Source: an optimization exercise on an open RTL-to-GDS flow (aim: small area). Production flows keep margins and buffers that such runs may drop.
At most, simulation tests tie the RTL to the original design; equivalence was not proved.
No activity file was given, so power comes from the tool's default toggle rates.

## fp_adder_top
module fp_adder_top ( input  wire        clk,
                      input  wire [31:0] a,
                      input  wire [31:0] b,
                      output wire [31:0] s
                    );
Size: roughly 970 cells after synthesis, about 97 I/O pins, roughly 0.0075 mm^2 of cells after synthesis.
export LEC_CHECK = 0
export CAP_MARGIN = 0
export CORE_MARGIN = 2
export CORE_UTILIZATION = 65
export CTS_BUF_LIST = sky130_fd_sc_hd__clkbuf_8
export SLEW_MARGIN = 0
export SYNTH_HIERARCHICAL = 1
export SYNTH_MINIMUM_KEEP_SIZE = 0
create_clock -name core_clock -period 15.0 [get_ports {clk}]
standard.sh (not shown) runs the stock make flow with config.mk's settings and CLKGATE_MAP_FILE= SYNTH_SCRIPT=/design/flow/synth_recipe.tcl, a recipe that flattens the netlist after the stock synthesis.
==> flow/flow/run.sh <==
#!/bin/bash
# Layout flow: the standard ORFS flow with two changes:
#  - synthesis maps logic with the ABC script in flow/abc_area.script (ABC_AREA=1),
#  - port buffers are sky130_fd_sc_hd__buf_1.
# Each tool's output stays in orfs/logs/; make's own output goes to flow_make.log.
set -euo pipefail
F=$(pwd)
mkdir -p "$F/scripts"
for f in "$FLOW_HOME"/scripts/*; do ln -sf "$f" "$F/scripts/"; done
rm -f "$F/scripts/abc_area.script"
cp "$F/flow/abc_area.script" "$F/scripts/abc_area.script"
EXTRA=$(cat "$F/flow/extra_make_args" 2>/dev/null || true)
sed "s#\"\${@:-finish}\"#SCRIPTS_DIR=$F/scripts ABC_AREA=1 BUFFER_PORTS_ARGS='-buffer_cell sky130_fd_sc_hd__buf_1' $EXTRA \"\${@:-finish}\"#" standard.sh > "$F/my_standard.sh"
bash "$F/my_standard.sh" > "$F/flow_make.log" 2>&1
==> flow/flow/abc_area.script <==
strash
&get -n
&st
&dch -f
&nf -R 1000
&put
==> flow/flow/extra_make_args <==
ADDER_MAP_FILE= SYNTH_INSBUF=0 SYNTH_OPERATIONS_ARGS=-noshare
Then changed:
CAP_MARGIN = 10   (was 0)
PLACE_DENSITY = 0.8   (was default)
SLEW_MARGIN = 10   (was 0)
=>
- non-clock buffer count is unchanged
- sequential cell count is unchanged
- count of clock-buffer cells in the layout is unchanged
- core utilization rises by 0.45 points
- design area is higher slightly
- sequential share of layout area came out lower by 0.14 points
- setup slack is worse by 54 ps
- total power is higher slightly
- combinational power stays flat
- via count goes down slightly
Then changed:
PLACE_DENSITY = default   (was 0.8)
The new run passed the timing, DRC and antenna checks.
Die area is unchanged.
Power goes down by 1.7%.
Clock-buffer cell count does not change.

* * *

== wip/cedar ==
Another version of the RTL of fp_adder_top (not shown whole).
Size in the first run: about 970 cells after synthesis, roughly 97 I/O pins, roughly 0.0075 mm2 of cells after synthesis.
==> flow/config.mk <==
export PLATFORM = sky130hd
export DESIGN_NAME = fp_adder_top
export DESIGN_NICKNAME = fp_adder_top
export VERILOG_FILES = /design/flow/design.v
export SDC_FILE = /design/flow/constraint.sdc
export NUM_CORES = 4
export LEC_CHECK = 0
export CAP_MARGIN = 10
export CORE_MARGIN = 2
export CORE_UTILIZATION = 65
export SLEW_MARGIN = 10
export SYNTH_HIERARCHICAL = 1
export SYNTH_MINIMUM_KEEP_SIZE = 0
==> flow/constraint.sdc <==
create_clock -name core_clock -period 15.0 [get_ports {clk}]
set_input_delay 3.0000 -clock core_clock [delete_from_list [all_inputs] [get_ports {clk}]]
set_output_delay 3.0000 -clock core_clock [all_outputs]
set_load 0.01 [all_outputs]
==> flow/flow/extra_make_args <==
ADDER_MAP_FILE=
Scripts as last shown in full above: flow/flow/run.sh, flow/flow/abc_area.script
wip/cedar closes out successfully: all stages finished, all timing, DRC and antenna checks passed.
Edits applied to the flow inputs when going from wip/cedar to wip/juniper:
==> flow/flow/abc_area.script <==
strash
&get -n
&st
&deepsyn -T 20
&nf -R 1000
&put
==> notes.md <==
Count of placed standard cells including taps, wip/cedar and wip/juniper: lower on wip/cedar
Taking wip/cedar as the reference, in wip/juniper buffers inserted during post-CTS setup optimization +124; mean instance size in the synthesized netlist ~0 delta.
Delta(number of instances in the synthesized netlist, wip/juniper - wip/cedar) < 0
Going from wip/cedar to wip/juniper, final weighted congestion in routability-driven placement grows by 14%.
wip/juniper: it failed during clock tree synthesis, and the tool reported DPL-0038.
Detailed-placement wirelength estimate in wip/juniper vs wip/cedar: up 20%
Changes in wip/maple relative to wip/juniper:
# wip/juniper
export LEC_CHECK = 0
export CAP_MARGIN = 10
export CORE_MARGIN = 2
export CORE_UTILIZATION = 65
export SLEW_MARGIN = 10
export SYNTH_HIERARCHICAL = 1
export SYNTH_MINIMUM_KEEP_SIZE = 0
create_clock -name core_clock -period 15.0 [get_ports {clk}]
# wip/maple
export LEC_CHECK = 0
export CAP_MARGIN = 5
export CORE_MARGIN = 2
export CORE_UTILIZATION = 55
export SLEW_MARGIN = 5
export SYNTH_HIERARCHICAL = 1
export SYNTH_MINIMUM_KEEP_SIZE = 0
create_clock -name core_clock -period 15.0 [get_ports {clk}]
==> flow/flow/abc_area.script <==
strash
&get -n
&st
&dch -f
&nf -R 1000
&put
Notes after the runs:
- wip/maple completed every stage of the flow, and the final layout passed the timing, DRC and antenna checks.
- Side by side, number of placement rows turned out higher in wip/maple than in wip/juniper.
- Going from wip/juniper to wip/maple, count of mapped cells out of synthesis grew by a little under 10%.
- Instance count after placement with tap cells included delta for wip/maple relative to wip/juniper: about 4% lower
- In the metrics for wip/juniper and wip/maple, the one carrying the lower overall die width is wip/juniper.
- Re post-synth design cell area: wip/juniper and wip/maple aren't equal, and the higher value belongs to wip/maple.
- Post-detailed-placement cell area: wip/maple vs wip/juniper down 8.1%
- Re number of sinks handled by clock tree synthesis: no difference whatsoever between wip/maple and wip/juniper.
- Relative to wip/juniper, count of instances resized after the clock tree is built has gone down in wip/maple.
Input changes introduced in wip/pepper (baseline for comparison: wip/maple):
# wip/maple
export LEC_CHECK = 0
export CAP_MARGIN = 5
export CORE_MARGIN = 2
export CORE_UTILIZATION = 55
export SLEW_MARGIN = 5
export SYNTH_HIERARCHICAL = 1
export SYNTH_MINIMUM_KEEP_SIZE = 0
create_clock -name core_clock -period 15.0 [get_ports {clk}]
# wip/pepper
export LEC_CHECK = 0
export CAP_MARGIN = 10
export CORE_MARGIN = 2
export CORE_UTILIZATION = 75
export SLEW_MARGIN = 10
export SYNTH_HIERARCHICAL = 1
export SYNTH_MINIMUM_KEEP_SIZE = 0
create_clock -name core_clock -period 15.0 [get_ports {clk}]
### Flow results
- Every run in wip/maple and wip/pepper closed cleanly, with the single exception of wip/pepper.
- Layout checks on wip/pepper: not met. Flow itself completed; violations: setup timing.
- In wip/pepper, the wire length of the first global-routing pass came out about 8% above the value in wip/maple.
- Clock network area share came out lower on wip/pepper than on wip/maple.
- wip/pepper vs. wip/maple: total instance count after detailed placement went down by 61; clock network power share fell 2.4 points; register-to-register slack decreased by 940 ps relative to the old numbers.
Changes in wip/nickel relative to wip/pepper:
# wip/pepper
export LEC_CHECK = 0
export CAP_MARGIN = 10
export CORE_MARGIN = 2
export CORE_UTILIZATION = 75
export SLEW_MARGIN = 10
export SYNTH_HIERARCHICAL = 1
export SYNTH_MINIMUM_KEEP_SIZE = 0
create_clock -name core_clock -period 15.0 [get_ports {clk}]
# wip/nickel
export LEC_CHECK = 0
export CAP_MARGIN = 10
export CORE_MARGIN = 2
export CORE_UTILIZATION = 65
export CTS_BUF_LIST = sky130_fd_sc_hd__clkbuf_4 sky130_fd_sc_hd__clkbuf_8
export SLEW_MARGIN = 10
export SYNTH_HIERARCHICAL = 1
export SYNTH_MINIMUM_KEEP_SIZE = 0
create_clock -name core_clock -period 15.0 [get_ports {clk}]
Notes after the runs:
wip/nickel completed end to end with timing, DRC and antenna clean.
Worst hold margin in wip/nickel is 54 ps below wip/pepper.
Relative to wip/pepper, global routing met2 resource utilization has gone down in wip/nickel.
From wip/pepper to wip/nickel the numbers moved as follows: clock transition at the register clock pins on the worst setup and hold paths after CTS went down by 20 ps, global-route met1 utilization went down by 10 points, inserted tap cell count went up by 7.5%, power after layout went down by 0.13 mW.
Instance count along the most critical hold path: wip/nickel vs wip/pepper identical
Post-route minimum period in wip/nickel vs wip/pepper: down 1010 ps
#### Input delta (wip/zinc over wip/nickel)
# wip/nickel
export LEC_CHECK = 0
export CAP_MARGIN = 10
export CORE_MARGIN = 2
export CORE_UTILIZATION = 65
export CTS_BUF_LIST = sky130_fd_sc_hd__clkbuf_4 sky130_fd_sc_hd__clkbuf_8
export SLEW_MARGIN = 10
export SYNTH_HIERARCHICAL = 1
export SYNTH_MINIMUM_KEEP_SIZE = 0
create_clock -name core_clock -period 15.0 [get_ports {clk}]
# wip/zinc
export LEC_CHECK = 0
export CAP_MARGIN = 20
export CORE_MARGIN = 2
export CORE_UTILIZATION = 40
export SLEW_MARGIN = 20
export SYNTH_HIERARCHICAL = 1
export SYNTH_MINIMUM_KEEP_SIZE = 0
create_clock -name core_clock -period 15.0 [get_ports {clk}]
- Per the comparison of wip/zinc with wip/nickel, critical path depth went up 1, core utilization went down 29 points, worst hold slack held.
- Taking wip/nickel as the reference, in wip/zinc global-route met2 utilization dropped 20 points, part of the total power dissipated in combinational logic dropped 2.2 points.
No functional check of the RTL was part of any run of this note.

-- what the ideal ports hide --
Ports are ideal in the flow. The routed layouts listed here were re-timed in OpenROAD.
Step 1, drivers: a clkbuf_16 drives clk and a buf_2 each remaining input, both assumed.
Step 2 also shifts input and output timing later by t, the mid clock arrival at the registers, as if the neighbouring blocks saw the same clock.
a / b / c = ideal ports / drivers / drivers and shift; a / b = the first two.
run | t (ns) | setup slack, ns | hold slack, ns
the first run of note 1 | 0.426 | 1.375 / 1.375 / 1.375 | 0.530 / 0.530 / 0.530
the second run of note 1 | 0.425 | 1.321 / 1.321 / 1.321 | 0.544 / 0.544 / 0.544
the third run of note 1 | 0.426 | 1.375 / 1.375 / 1.375 | 0.530 / 0.530 / 0.530
wip/cedar | 0.396 | 0.906 / 0.906 / 0.906 | 0.592 / 0.592 / 0.592
wip/maple | 0.396 | 0.797 / 0.797 / 0.797 | 0.591 / 0.591 / 0.591
wip/pepper | 0.460 | -0.140 / -0.140 / -0.140 | 0.652 / 0.652 / 0.652
wip/nickel | 0.415 | 0.873 / 0.873 / 0.873 | 0.599 / 0.599 / 0.599
wip/zinc | 0.398 | 1.152 / 1.152 / 1.152 | 0.601 / 0.601 / 0.601
